Source: an optimization exercise on an open RTL-to-GDS flow (aim: small area). Production flows keep margins and buffers that such runs may drop.
The RTL was checked by simulation tests, not by an equivalence proof against the original design.
Power and IR drop assume default switching activity.

==> design/flow/design.v <==
module gba_drawer_merge
(
   input             clk100,
   input             enable,
   input             hblank,
   input      [7:0]  xpos,
   input      [7:0]  ypos,
   input             in_WND0_on,
   input             in_WND1_on,
   input             in_WNDOBJ_on,
   input      [7:0]  in_WND0_X1,
   input      [7:0]  in_WND0_X2,
   input      [7:0]  in_WND0_Y1,
   input      [7:0]  in_WND0_Y2,
   input      [7:0]  in_WND1_X1,
   input      [7:0]  in_WND1_X2,
   input      [7:0]  in_WND1_Y1,
   input      [7:0]  in_WND1_Y2,
   input      [5:0]  in_enables_wnd0,
   input      [5:0]  in_enables_wnd1,
   input      [5:0]  in_enables_wndobj,
   input      [5:0]  in_enables_wndout,
   input      [1:0]  in_special_effect_in,
   input             in_effect_1st_bg0,
   input             in_effect_1st_bg1,
   input             in_effect_1st_bg2,
   input             in_effect_1st_bg3,
   input             in_effect_1st_obj,
   input             in_effect_1st_BD,
   input             in_effect_2nd_bg0,
   input             in_effect_2nd_bg1,
   input             in_effect_2nd_bg2,
   input             in_effect_2nd_bg3,
   input             in_effect_2nd_obj,
   input             in_effect_2nd_BD,
   input      [1:0]  in_Prio_BG0,
   input      [1:0]  in_Prio_BG1,
   input      [1:0]  in_Prio_BG2,
   input      [1:0]  in_Prio_BG3,
   input      [4:0]  in_EVA,
   input      [4:0]  in_EVB,
   input      [4:0]  in_BLDY,
   input             in_ena_bg0,
   input             in_ena_bg1,
   input             in_ena_bg2,
   input             in_ena_bg3,
   input             in_ena_obj,
   input      [15:0] pixeldata_bg0,
   input      [15:0] pixeldata_bg1,
   input      [15:0] pixeldata_bg2,
   input      [15:0] pixeldata_bg3,
   input      [18:0] pixeldata_obj,
   input      [15:0] pixeldata_back,
   input             objwindow_in,
   output reg [14:0] pixeldata_out,
   output reg [7:0]  pixel_x,
   output reg [7:0]  pixel_y,
   output reg        pixel_we
);
   localparam BG0 = 0;
   localparam BG1 = 1;
   localparam BG2 = 2;
   localparam BG3 = 3;
   localparam OBJ = 4;
   localparam BD  = 5;
   localparam TRANSPARENT = 15;
   localparam OBJALPHA    = 16;
   reg        WND0_on, WND1_on, WNDOBJ_on;
   reg [7:0]  WND0_X1, WND0_X2, WND0_Y1, WND0_Y2;
   reg [7:0]  WND1_X1, WND1_X2, WND1_Y1, WND1_Y2;
   reg [5:0]  enables_wnd0, enables_wnd1, enables_wndobj, enables_wndout;
   reg [1:0]  special_effect_in;
   reg [5:0]  first_target;     
   reg [5:0]  second_target;
   reg [1:0]  Prio_BG0, Prio_BG1, Prio_BG2, Prio_BG3;
   reg [4:0]  EVA, EVB, BLDY;
   reg        ena_bg0, ena_bg1, ena_bg2, ena_bg3, ena_obj;
   reg [4:0]  EVA_MAXED, EVB_MAXED, BLDY_MAXED;
   reg        anywindow;
   reg        inwin_0y, inwin_1y;
   reg        enable_cycle1;
   reg [7:0]  xpos_cycle1, ypos_cycle1;
   reg [15:0] pixeldata_bg0_cycle1, pixeldata_bg1_cycle1, pixeldata_bg2_cycle1, pixeldata_bg3_cycle1;
   reg [18:0] pixeldata_obj_cycle1;
   reg [5:0]  enables_cycle1;
   reg        special_enable_cycle1;
   reg        enable_cycle2;
   reg [7:0]  xpos_cycle2, ypos_cycle2;
   reg [15:0] pixeldata_bg0_cycle2, pixeldata_bg1_cycle2, pixeldata_bg2_cycle2, pixeldata_bg3_cycle2;
   reg [18:0] pixeldata_obj_cycle2;
   reg [5:0]  enables_cycle2;
   reg        special_enable_cycle2;
   reg [5:0]  topprio_cycle2;
   reg        enable_cycle3;
   reg [7:0]  xpos_cycle3, ypos_cycle3;
   reg [15:0] pixeldata_bg0_cycle3, pixeldata_bg1_cycle3, pixeldata_bg2_cycle3, pixeldata_bg3_cycle3;
   reg [18:0] pixeldata_obj_cycle3;
   reg [5:0]  topprio_cycle3;
   reg        special_enable_cycle3;
   reg [5:0]  firstprio_cycle3;
   reg [5:0]  secondprio_cycle3;
   reg [14:0] firstpixel_cycle3;
   reg        enable_cycle4;
   reg [7:0]  xpos_cycle4, ypos_cycle4;
   reg [15:0] pixeldata_bg0_cycle4, pixeldata_bg1_cycle4, pixeldata_bg2_cycle4, pixeldata_bg3_cycle4;
   reg [18:0] pixeldata_obj_cycle4;
   reg [5:0]  topprio_cycle4;
   reg [1:0]  special_effect_cycle4;
   reg        special_out_cycle4;
   reg [8:0]  alpha_red, alpha_green, alpha_blue;
   reg [8:0]  whiter_red, whiter_green, whiter_blue;
   reg [8:0]  blacker_red, blacker_green, blacker_blue;
   function [5:0] resolve_prio;
      input [5:0] en;
      input [1:0] objprio;
      input [1:0] p0, p1, p2, p3;
      reg   [5:0] v;
      begin
         v = en;
         if (v[BG0] && v[OBJ] && objprio > p0) v[OBJ] = 1'b0;
         if (v[BG1] && v[OBJ] && objprio > p1) v[OBJ] = 1'b0;
         if (v[BG2] && v[OBJ] && objprio > p2) v[OBJ] = 1'b0;
         if (v[BG3] && v[OBJ] && objprio > p3) v[OBJ] = 1'b0;
         if (v[BG0] && v[BG1] && p0 > p1) v[BG0] = 1'b0;
         if (v[BG0] && v[BG2] && p0 > p2) v[BG0] = 1'b0;
         if (v[BG0] && v[BG3] && p0 > p3) v[BG0] = 1'b0;
         if (v[BG1] && v[BG2] && p1 > p2) v[BG1] = 1'b0;
         if (v[BG1] && v[BG3] && p1 > p3) v[BG1] = 1'b0;
         if (v[BG2] && v[BG3] && p2 > p3) v[BG2] = 1'b0;
         if      (v[OBJ]) resolve_prio = 6'b010000;
         else if (v[BG0]) resolve_prio = 6'b000001;
         else if (v[BG1]) resolve_prio = 6'b000010;
         else if (v[BG2]) resolve_prio = 6'b000100;
         else if (v[BG3]) resolve_prio = 6'b001000;
         else             resolve_prio = 6'b100000;
      end
   endfunction
   function in_range;
      input [7:0] pos, lo, hi;
      begin
         in_range = (lo <= hi && pos >= lo && pos < hi) ||
                    (lo >  hi && (pos >= lo || pos < hi));
      end
   endfunction
   function [8:0] blend_alpha;
      input [4:0] a, b, eva, evb;
      reg  [10:0] t;
      begin
         t = a * eva + b * evb;
         blend_alpha = {2'b00, t[10:4]};
      end
   endfunction
   function [8:0] blend_whiter;
      input [4:0] a, y;
      reg   [9:0] t;
      begin
         t = (5'd31 - a) * y;
         blend_whiter = {4'd0, a} + {3'd0, t[9:4]};
      end
   endfunction
   function [8:0] blend_blacker;
      input [4:0] a, y;
      reg   [9:0] t;
      begin
         t = a * y;
         blend_blacker = {4'd0, a} - {3'd0, t[9:4]};
      end
   endfunction
   always @(posedge clk100) begin
      if (hblank) begin
         WND0_on           <= in_WND0_on;
         WND1_on           <= in_WND1_on;
         WNDOBJ_on         <= in_WNDOBJ_on;
         WND0_X1           <= in_WND0_X1;
         WND0_X2           <= in_WND0_X2;
         WND0_Y1           <= in_WND0_Y1;
         WND0_Y2           <= in_WND0_Y2;
         WND1_X1           <= in_WND1_X1;
         WND1_X2           <= in_WND1_X2;
         WND1_Y1           <= in_WND1_Y1;
         WND1_Y2           <= in_WND1_Y2;
         enables_wnd0      <= in_enables_wnd0;
         enables_wnd1      <= in_enables_wnd1;
         enables_wndobj    <= in_enables_wndobj;
         enables_wndout    <= in_enables_wndout;
         special_effect_in <= in_special_effect_in;
         first_target      <= {in_effect_1st_BD, in_effect_1st_obj, in_effect_1st_bg3,
                               in_effect_1st_bg2, in_effect_1st_bg1, in_effect_1st_bg0};
         second_target     <= {in_effect_2nd_BD, in_effect_2nd_obj, in_effect_2nd_bg3,
                               in_effect_2nd_bg2, in_effect_2nd_bg1, in_effect_2nd_bg0};
         Prio_BG0          <= in_Prio_BG0;
         Prio_BG1          <= in_Prio_BG1;
         Prio_BG2          <= in_Prio_BG2;
         Prio_BG3          <= in_Prio_BG3;
         EVA               <= in_EVA;
         EVB               <= in_EVB;
         BLDY              <= in_BLDY;
         ena_bg0           <= in_ena_bg0;
         ena_bg1           <= in_ena_bg1;
         ena_bg2           <= in_ena_bg2;
         ena_bg3           <= in_ena_bg3;
         ena_obj           <= in_ena_obj;
      end
   end
   always @(posedge clk100) begin
      EVA_MAXED  <= (EVA  < 5'd16) ? EVA  : 5'd16;
      EVB_MAXED  <= (EVB  < 5'd16) ? EVB  : 5'd16;
      BLDY_MAXED <= (BLDY < 5'd16) ? BLDY : 5'd16;
      anywindow <= WND0_on | WND1_on | WNDOBJ_on;
      inwin_0y  <= WND0_on && in_range(ypos, WND0_Y1, WND0_Y2);
      inwin_1y  <= WND1_on && in_range(ypos, WND1_Y1, WND1_Y2);
   end
   reg [4:0] enables_var;
   always @(posedge clk100) begin
      enable_cycle1        <= enable;
      xpos_cycle1          <= xpos;
      ypos_cycle1          <= ypos;
      pixeldata_bg0_cycle1 <= pixeldata_bg0;
      pixeldata_bg1_cycle1 <= pixeldata_bg1;
      pixeldata_bg2_cycle1 <= pixeldata_bg2;
      pixeldata_bg3_cycle1 <= pixeldata_bg3;
      pixeldata_obj_cycle1 <= pixeldata_obj;
      enables_var = {~pixeldata_obj[TRANSPARENT],
                     ~pixeldata_bg3[TRANSPARENT], ~pixeldata_bg2[TRANSPARENT],
                     ~pixeldata_bg1[TRANSPARENT], ~pixeldata_bg0[TRANSPARENT]};
      special_enable_cycle1 <= 1'b1;
      if (anywindow) begin
         if (inwin_0y && in_range(xpos, WND0_X1, WND0_X2)) begin
            special_enable_cycle1 <= enables_wnd0[5];
            enables_var           = enables_var & enables_wnd0[4:0];
         end else if (inwin_1y && in_range(xpos, WND1_X1, WND1_X2)) begin
            special_enable_cycle1 <= enables_wnd1[5];
            enables_var           = enables_var & enables_wnd1[4:0];
         end else if (objwindow_in) begin
            special_enable_cycle1 <= enables_wndobj[5];
            enables_var           = enables_var & enables_wndobj[4:0];
         end else begin
            special_enable_cycle1 <= enables_wndout[5];
            enables_var           = enables_var & enables_wndout[4:0];
         end
      end
      enables_cycle1 <= {1'b1, enables_var & {ena_obj, ena_bg3, ena_bg2, ena_bg1, ena_bg0}};
   end
   always @(posedge clk100) begin
      enable_cycle2         <= enable_cycle1;
      xpos_cycle2           <= xpos_cycle1;
      ypos_cycle2           <= ypos_cycle1;
      pixeldata_bg0_cycle2  <= pixeldata_bg0_cycle1;
      pixeldata_bg1_cycle2  <= pixeldata_bg1_cycle1;
      pixeldata_bg2_cycle2  <= pixeldata_bg2_cycle1;
      pixeldata_bg3_cycle2  <= pixeldata_bg3_cycle1;
      pixeldata_obj_cycle2  <= pixeldata_obj_cycle1;
      enables_cycle2        <= enables_cycle1;
      special_enable_cycle2 <= special_enable_cycle1;
      topprio_cycle2 <= resolve_prio(enables_cycle1, pixeldata_obj_cycle1[18:17],
                                     Prio_BG0, Prio_BG1, Prio_BG2, Prio_BG3);
   end
   reg [5:0] firstprio_var;
   reg [5:0] secondprio_var;
   always @(posedge clk100) begin
      enable_cycle3         <= enable_cycle2;
      xpos_cycle3           <= xpos_cycle2;
      ypos_cycle3           <= ypos_cycle2;
      pixeldata_bg0_cycle3  <= pixeldata_bg0_cycle2;
      pixeldata_bg1_cycle3  <= pixeldata_bg1_cycle2;
      pixeldata_bg2_cycle3  <= pixeldata_bg2_cycle2;
      pixeldata_bg3_cycle3  <= pixeldata_bg3_cycle2;
      pixeldata_obj_cycle3  <= pixeldata_obj_cycle2;
      topprio_cycle3        <= topprio_cycle2;
      special_enable_cycle3 <= special_enable_cycle2;
      firstprio_var = enables_cycle2 & first_target;
      if (pixeldata_obj_cycle2[OBJALPHA]) firstprio_var[OBJ] = 1'b1;
      firstprio_var = firstprio_var & topprio_cycle2;
      firstprio_cycle3 <= firstprio_var;
      secondprio_var = resolve_prio(enables_cycle2 & ~firstprio_var, pixeldata_obj_cycle2[18:17],
                                    Prio_BG0, Prio_BG1, Prio_BG2, Prio_BG3);
      secondprio_cycle3 <= secondprio_var & second_target;
      if      (firstprio_var[OBJ]) firstpixel_cycle3 <= pixeldata_obj_cycle2[14:0];
      else if (firstprio_var[BG0]) firstpixel_cycle3 <= pixeldata_bg0_cycle2[14:0];
      else if (firstprio_var[BG1]) firstpixel_cycle3 <= pixeldata_bg1_cycle2[14:0];
      else if (firstprio_var[BG2]) firstpixel_cycle3 <= pixeldata_bg2_cycle2[14:0];
      else if (firstprio_var[BG3]) firstpixel_cycle3 <= pixeldata_bg3_cycle2[14:0];
      else                         firstpixel_cycle3 <= pixeldata_back[14:0];
   end
   reg [1:0]  special_effect_var;
   reg [14:0] secondpixel;
   always @(posedge clk100) begin
      enable_cycle4        <= enable_cycle3;
      xpos_cycle4          <= xpos_cycle3;
      ypos_cycle4          <= ypos_cycle3;
      pixeldata_bg0_cycle4 <= pixeldata_bg0_cycle3;
      pixeldata_bg1_cycle4 <= pixeldata_bg1_cycle3;
      pixeldata_bg2_cycle4 <= pixeldata_bg2_cycle3;
      pixeldata_bg3_cycle4 <= pixeldata_bg3_cycle3;
      pixeldata_obj_cycle4 <= pixeldata_obj_cycle3;
      topprio_cycle4       <= topprio_cycle3;
      special_effect_var = special_effect_in;
      special_out_cycle4 <= 1'b0;
      if (special_enable_cycle3 && special_effect_in != 2'd0) begin
         if (firstprio_cycle3 != 6'd0) begin
            if (special_effect_in == 2'd1) begin
               if (secondprio_cycle3 != 6'd0)
                  special_out_cycle4 <= 1'b1;
            end else begin
               special_out_cycle4 <= 1'b1;
            end
         end
      end
      if (pixeldata_obj_cycle3[OBJALPHA] && firstprio_cycle3[4:0] == 5'b10000 && secondprio_cycle3 != 6'd0) begin
         special_effect_var = 2'd1;
         special_out_cycle4 <= 1'b1;
      end
      special_effect_cycle4 <= special_effect_var;
      if      (secondprio_cycle3[OBJ]) secondpixel = pixeldata_obj_cycle3[14:0];
      else if (secondprio_cycle3[BG0]) secondpixel = pixeldata_bg0_cycle3[14:0];
      else if (secondprio_cycle3[BG1]) secondpixel = pixeldata_bg1_cycle3[14:0];
      else if (secondprio_cycle3[BG2]) secondpixel = pixeldata_bg2_cycle3[14:0];
      else if (secondprio_cycle3[BG3]) secondpixel = pixeldata_bg3_cycle3[14:0];
      else                             secondpixel = pixeldata_back[14:0];
      alpha_blue    <= blend_alpha(firstpixel_cycle3[14:10], secondpixel[14:10], EVA_MAXED, EVB_MAXED);
      alpha_green   <= blend_alpha(firstpixel_cycle3[ 9: 5], secondpixel[ 9: 5], EVA_MAXED, EVB_MAXED);
      alpha_red     <= blend_alpha(firstpixel_cycle3[ 4: 0], secondpixel[ 4: 0], EVA_MAXED, EVB_MAXED);
      whiter_blue   <= blend_whiter(firstpixel_cycle3[14:10], BLDY_MAXED);
      whiter_green  <= blend_whiter(firstpixel_cycle3[ 9: 5], BLDY_MAXED);
      whiter_red    <= blend_whiter(firstpixel_cycle3[ 4: 0], BLDY_MAXED);
      blacker_blue  <= blend_blacker(firstpixel_cycle3[14:10], BLDY_MAXED);
      blacker_green <= blend_blacker(firstpixel_cycle3[ 9: 5], BLDY_MAXED);
      blacker_red   <= blend_blacker(firstpixel_cycle3[ 4: 0], BLDY_MAXED);
   end
   always @(posedge clk100) begin
      pixel_we <= 1'b0;
      if (enable_cycle4) begin
         if (special_out_cycle4) begin
            case (special_effect_cycle4)
               2'd1: begin  
                  pixeldata_out[14:10] <= (alpha_blue  < 9'd31) ? alpha_blue[4:0]  : 5'd31;
                  pixeldata_out[ 9: 5] <= (alpha_green < 9'd31) ? alpha_green[4:0] : 5'd31;
                  pixeldata_out[ 4: 0] <= (alpha_red   < 9'd31) ? alpha_red[4:0]   : 5'd31;
               end
               2'd2: begin  
                  pixeldata_out[14:10] <= (whiter_blue  < 9'd31) ? whiter_blue[4:0]  : 5'd31;
                  pixeldata_out[ 9: 5] <= (whiter_green < 9'd31) ? whiter_green[4:0] : 5'd31;
                  pixeldata_out[ 4: 0] <= (whiter_red   < 9'd31) ? whiter_red[4:0]   : 5'd31;
               end
               2'd3: begin  
                  pixeldata_out[14:10] <= blacker_blue[4:0];
                  pixeldata_out[ 9: 5] <= blacker_green[4:0];
                  pixeldata_out[ 4: 0] <= blacker_red[4:0];
               end
               default: ;
            endcase
         end else if (topprio_cycle4[OBJ]) begin
            pixeldata_out <= pixeldata_obj_cycle4[14:0];
         end else if (topprio_cycle4[BG0]) begin
            pixeldata_out <= pixeldata_bg0_cycle4[14:0];
         end else if (topprio_cycle4[BG1]) begin
            pixeldata_out <= pixeldata_bg1_cycle4[14:0];
         end else if (topprio_cycle4[BG2]) begin
            pixeldata_out <= pixeldata_bg2_cycle4[14:0];
         end else if (topprio_cycle4[BG3]) begin
            pixeldata_out <= pixeldata_bg3_cycle4[14:0];
         end else begin
            pixeldata_out <= pixeldata_back[14:0];
         end
         pixel_x  <= xpos_cycle4;
         pixel_y  <= ypos_cycle4;
         pixel_we <= 1'b1;
      end
   end
endmodule
==> design/flow/run.sh <==
#!/bin/bash
# synth_recipe.tcl (not shown) runs the flow's synth.tcl, then flattens the netlist and writes it again
# the make line also repeats each setting of config.mk as NAME=value (left out here)
make -C /OpenROAD-flow-scripts/flow DESIGN_CONFIG=/design/flow/config.mk WORK_HOME=/design/flow/orfs CLKGATE_MAP_FILE= SYNTH_SCRIPT=/design/flow/synth_recipe.tcl finish
==> design/flow/config.mk <==
export PLATFORM = sky130hd
export DESIGN_NAME = gba_drawer_merge
export DESIGN_NICKNAME = gba_drawer_merge
export VERILOG_FILES = /design/flow/design.v
export SDC_FILE = /design/flow/constraint.sdc
export NUM_CORES = 4
export LEC_CHECK = 0
export CAP_MARGIN = 20
export CORE_MARGIN = 2
export CORE_UTILIZATION = 40
export SLEW_MARGIN = 20
==> design/flow/constraint.sdc <==
create_clock -name core_clock -period 10.0 [get_ports {clk100}]
set_input_delay 2.0000 -clock core_clock [delete_from_list [all_inputs] [get_ports {clk100}]]
set_output_delay 2.0000 -clock core_clock [all_outputs]
set_load 0.01 [all_outputs]
==> run summary <==
## logic make-up (layout without fill, tap and decap cells)
family / after synthesis / after routing / synth area share (%)
simple gates: 687 / 687 / 11.2
flops: 674 / 674 / 48.7
fa+ha+maj: 474 / 474 / 22.5
compound gates: 421 / 421 / 8.29
buf+inv: 377 / 728 / 4.62
mux: 83 / 83 / 2.75
xor+xnor: 72 / 72 / 2.03
other cells: 0 / 5 / 0
## power breakdown
| group | internal (W) | switching [W] |
|---|---|---|
| clock | 0.00156 | 0.00109 |
| sequential | 0.00311 | 0.000149 |
| combinational | 0.00102 | 0.00116 |
| total | 0.00569 | 0.00240 |
## metrics by stage
step	instance area, um2	power [W]
after global placement	35100	0.00547
final	37500	0.00809
after global routing	37500	0.00864
after detailed placement	35100	0.00553
after CTS	37500	0.00821
after floorplan	31100	0.00484
## cell usage in the layout, fill, tap and decap left out, types with 20 or more instances in the layout
cell and n:
fa_1 141, nand2_1 209, o21ai_0 141, buf_4 32, nor3_1 20, clkbuf_16 76
inv_1 285, edfxtp_1 164, a21o_1 34, and2_1 138, nand4_1 26, nor2_1 107
o21a_1 32, nor2b_1 69, mux2i_1 70, xnor2_1 54, clkdlybuf4s50_1 281, nand2b_1 60
a21oi_1 117, ha_1 332, dfxtp_1 507
## per-layer routing
layer	GRT usage, %	share of wire (%)
met1	21.4	41
met2	32.6	49
met3	4.34	5.9
met4	8.21	3.8
met5	0	0.087
## how the worst max path moves through the flow
| stage | startpoint | end | slack (ps) | depth (start not counted) |
|---|---|---|---|---|
| 6_report | pixeldata_back[12] | alpha_blue[4] | 2500 | 23 |
| 5_1_grt | pixeldata_back[12] | alpha_blue[6] | 2010 | 23 |
| 4_1_cts | pixeldata_back[12] | alpha_blue[4] | 2460 | 23 |
| 3_5_place_dp | pixeldata_back[12] | alpha_blue[4] | 1810 | 23 |
| 3_3_place_gp | pixeldata_back[12] | alpha_blue[4] | 1860 | 23 |
| 2_1_floorplan | pixeldata_back[11] | alpha_blue[4] | 3080 | 22 |
## cells in the mapped netlist, types with 3 or more instances
cell | instances | area, um2
a211oi_1 | 18 | 135
a21boi_0 | 7 | 52.6
a21o_1 | 34 | 255
a21oi_1 | 117 | 586
a21oi_2 | 3 | 26.3
a31oi_1 | 10 | 62.6
a41o_1 | 3 | 30.0
a41oi_1 | 5 | 43.8
and2_1 | 138 | 863
and3_1 | 10 | 62.6
buf_1 | 5 | 18.8
buf_2 | 11 | 55.1
clkbuf_1 | 75 | 282
dfxtp_1 | 510 | 10200
edfxtp_1 | 164 | 4920
fa_1 | 141 | 2820
ha_1 | 332 | 4150
inv_1 | 285 | 1070
mux2_2 | 11 | 124
mux2i_1 | 70 | 701
nand2_1 | 209 | 785
nand2b_1 | 60 | 375
nand3_1 | 19 | 95.1
nand4_1 | 26 | 163
nor2_1 | 107 | 402
nor2b_1 | 70 | 438
nor3_1 | 20 | 100
nor3b_1 | 3 | 22.5
o211ai_1 | 9 | 67.6
o21a_1 | 32 | 240
o21ai_0 | 141 | 706
o21bai_1 | 10 | 75.1
o31a_1 | 7 | 61.3
or2_2 | 12 | 75.1
or3_1 | 4 | 25.0
xnor2_1 | 54 | 473
xor2_1 | 18 | 158
## state kept, by name (all words and copies together) (netlist names), 15 cells and up
| name | cells |
|---|---|
| pixeldata_bg1_cycle3 | 15 |
| pixeldata_bg3_cycle4 | 15 |
| pixeldata_bg0_cycle2 | 15 |
| pixeldata_bg0_cycle3 | 15 |
| pixeldata_bg1_cycle4 | 15 |
| pixeldata_bg3_cycle3 | 15 |
| pixeldata_bg2_cycle1 | 15 |
| pixeldata_out | 15 |
| pixeldata_obj_cycle3 | 16 |
| pixeldata_bg0_cycle1 | 15 |
| pixeldata_bg3_cycle1 | 15 |
| firstpixel_cycle3 | 15 |
| pixeldata_obj_cycle2 | 18 |
| pixeldata_bg2_cycle3 | 15 |
| pixeldata_bg2_cycle4 | 15 |
| pixeldata_bg1_cycle2 | 15 |
| pixeldata_obj_cycle4 | 15 |
| pixeldata_bg1_cycle1 | 15 |
| pixeldata_bg0_cycle4 | 15 |
| pixeldata_obj_cycle1 | 18 |
| pixeldata_bg3_cycle2 | 15 |
| pixeldata_bg2_cycle2 | 15 |
## area by class of cell
cell class,count,share of cell area [%]
repair buffers,314,8.17
clock inverters,35,0.937
multi-input cells,1737,38.8
well taps,1040,3.47
diodes,5,0.0334
inverters,285,2.85
clock buffers,94,5.44
flip-flops and latches,674,40.4
==> results.cfg <==
[setup_path]
cp-start-kind = input pin
slowest_stage = o21ai_0
cp_cell_sequence = clkdlybuf4s50_1 > mux2i_1 > o21ai_0 > mux2i_1 > nor2_1 > a21oi_1 > o21ai_0 > nand2_1 > fa_1 > fa_1 > inv_1 > fa_1 > inv_1 > fa_1 > fa_1 > inv_1 > ha_1 > a21oi_1 > nor2b_1 > o31a_1 > or2_4 > a21oi_2 > xnor2_1
r2r_end = alpha_blue[4]
r2r_cells = 23
crit_family = adder cells
cp.required_ps = 10540
endpoint_kind = flip-flop
crit_top_cell = fa_1
arrival_ps = 8040
cp_max_fo = 5
reg2reg_from = secondprio_cycle3[3]
path_buf_inv = 4
timing.reg2reg.setup_slack_ps = 3710
max_stage_delay_ps = 630
critPathKind = input pin to flip-flop

[yosys]
syn_avg_cell_area_um2 = 11.2
yosysUniqueCellTypes = 64
syn-instance-count = 2788
seq_area_frac_synth_pct = 48.7
synth_seq_cells = 674
syn_area_mm2 = 0.0311
synthArstFlopShare_pct = 0
synth_edf_count = 164
synth_ff_type = dfxtp_1
syn_nets = 3513
yosys_warnings = 1

[global_route]
grt_pass1_wl_um = 114000
grt_max_degree = 70
grt_usage_pct = 18.5
grt_pass1_vias = 21400
grt.overflow.total = 0
antenna_found_initial = 10

[finish]
fill_cells = 6925
drive_gt1_share_pct = 6.12
final_core_utilization_pct = 48.6
areaGrowthSynthToFinish_pct = 20.6
multiInputGateArea_mm2 = 0.0145
fin_nets = 3809
instances_no_fill = 4184
seqCellArea_mm2 = 0.0151

[clock_network]
h-tree-depth = 3
numCtsBuffers = 72
postCtsSetupBuffers = 0
root_buffer = clkbuf_16
clk_latency_ps = 620
cts-resized-gates = 0
clock_path_buffers = 3
cts_tree = yes
clock_sinks = 674
hold_buffers = 0
clk_pin_slew_ps = 60

[placement]
gp_congestion = 0.863
portBuffers = 282
place_inst = 4050
dp_hpwl_um = 56800
pre_cts_slack_ps = 1810

[sta]
tns_ps = 0
finalWorstSetupSlack_ps = 2500
clock_skew_ps = 26.2
tightest_slew_ps = 987
rsz0062_at_grt = false
hold_slack_ps = 320
timing.fmax_mhz = 133
timing.final.crit_period_ps = 7500
finalSetupViolCount = 0
timing.slew.headroom_pct = 34.0
report.final.hold_viol_count = 0
slew_viol_final = 0
finalCritPeriodShare_pct = 75.0

[drt]
wl_per_cell_um = 17.2
drt_iter0_drc = 742
viasPerCell = 4.82
routed_wl_um = 72200
drc = 0
firstDrtPassIters = 5
ant_nets = 0
vias = 20200

[die]
coreArea_mm2 = 0.0772
fp-row-count = 102
boundaryPins = 284
dieHeight_um = 283
dieArea_mm2 = 0.0800
initial_core_util_pct = 40.3
die_x_um = 283

[run]
cap_violations = 0

[power]
ir_worst_vdd_mv = 0.152
leakagePower_nw = 16.6
power_density_mw_per_mm2 = 216

[outcome]
status = complete, no violations

[worst_hold_path]
hold_path_class = flip-flop to flip-flop
min_to = ypos_cycle3[6]
hp-start = ypos_cycle2[6]
hold_depth = 0

[re-timing with driven ports]
How much do the figures lean on ideal ports? The routed layout below was timed once more, with nothing changed but the port constraints.
Step 1 sets driving cells, clkbuf_16 on the clock port and buf_2 on the other inputs (assumed; they add their load-dependent delay and slew).
Step 2 also shifts input and output timing later by t, the mid clock arrival at the registers, as if the neighbouring blocks saw the same clock.
a / b / c = ideal ports / drivers / drivers and shift; a / b = the first two.
shift t [ns]: 0.663
setup WS [ns]: 2.497 / 2.474 / 1.811
worst hold slack (ns): 0.320 / 0.320 / 0.320
worst slew at a driven data input, ns: 0.10
After both steps setup and hold are still met in this run. For this run, drivers alone change the setup slack by -0.023 ns; drivers and shift together by -0.686 ns.
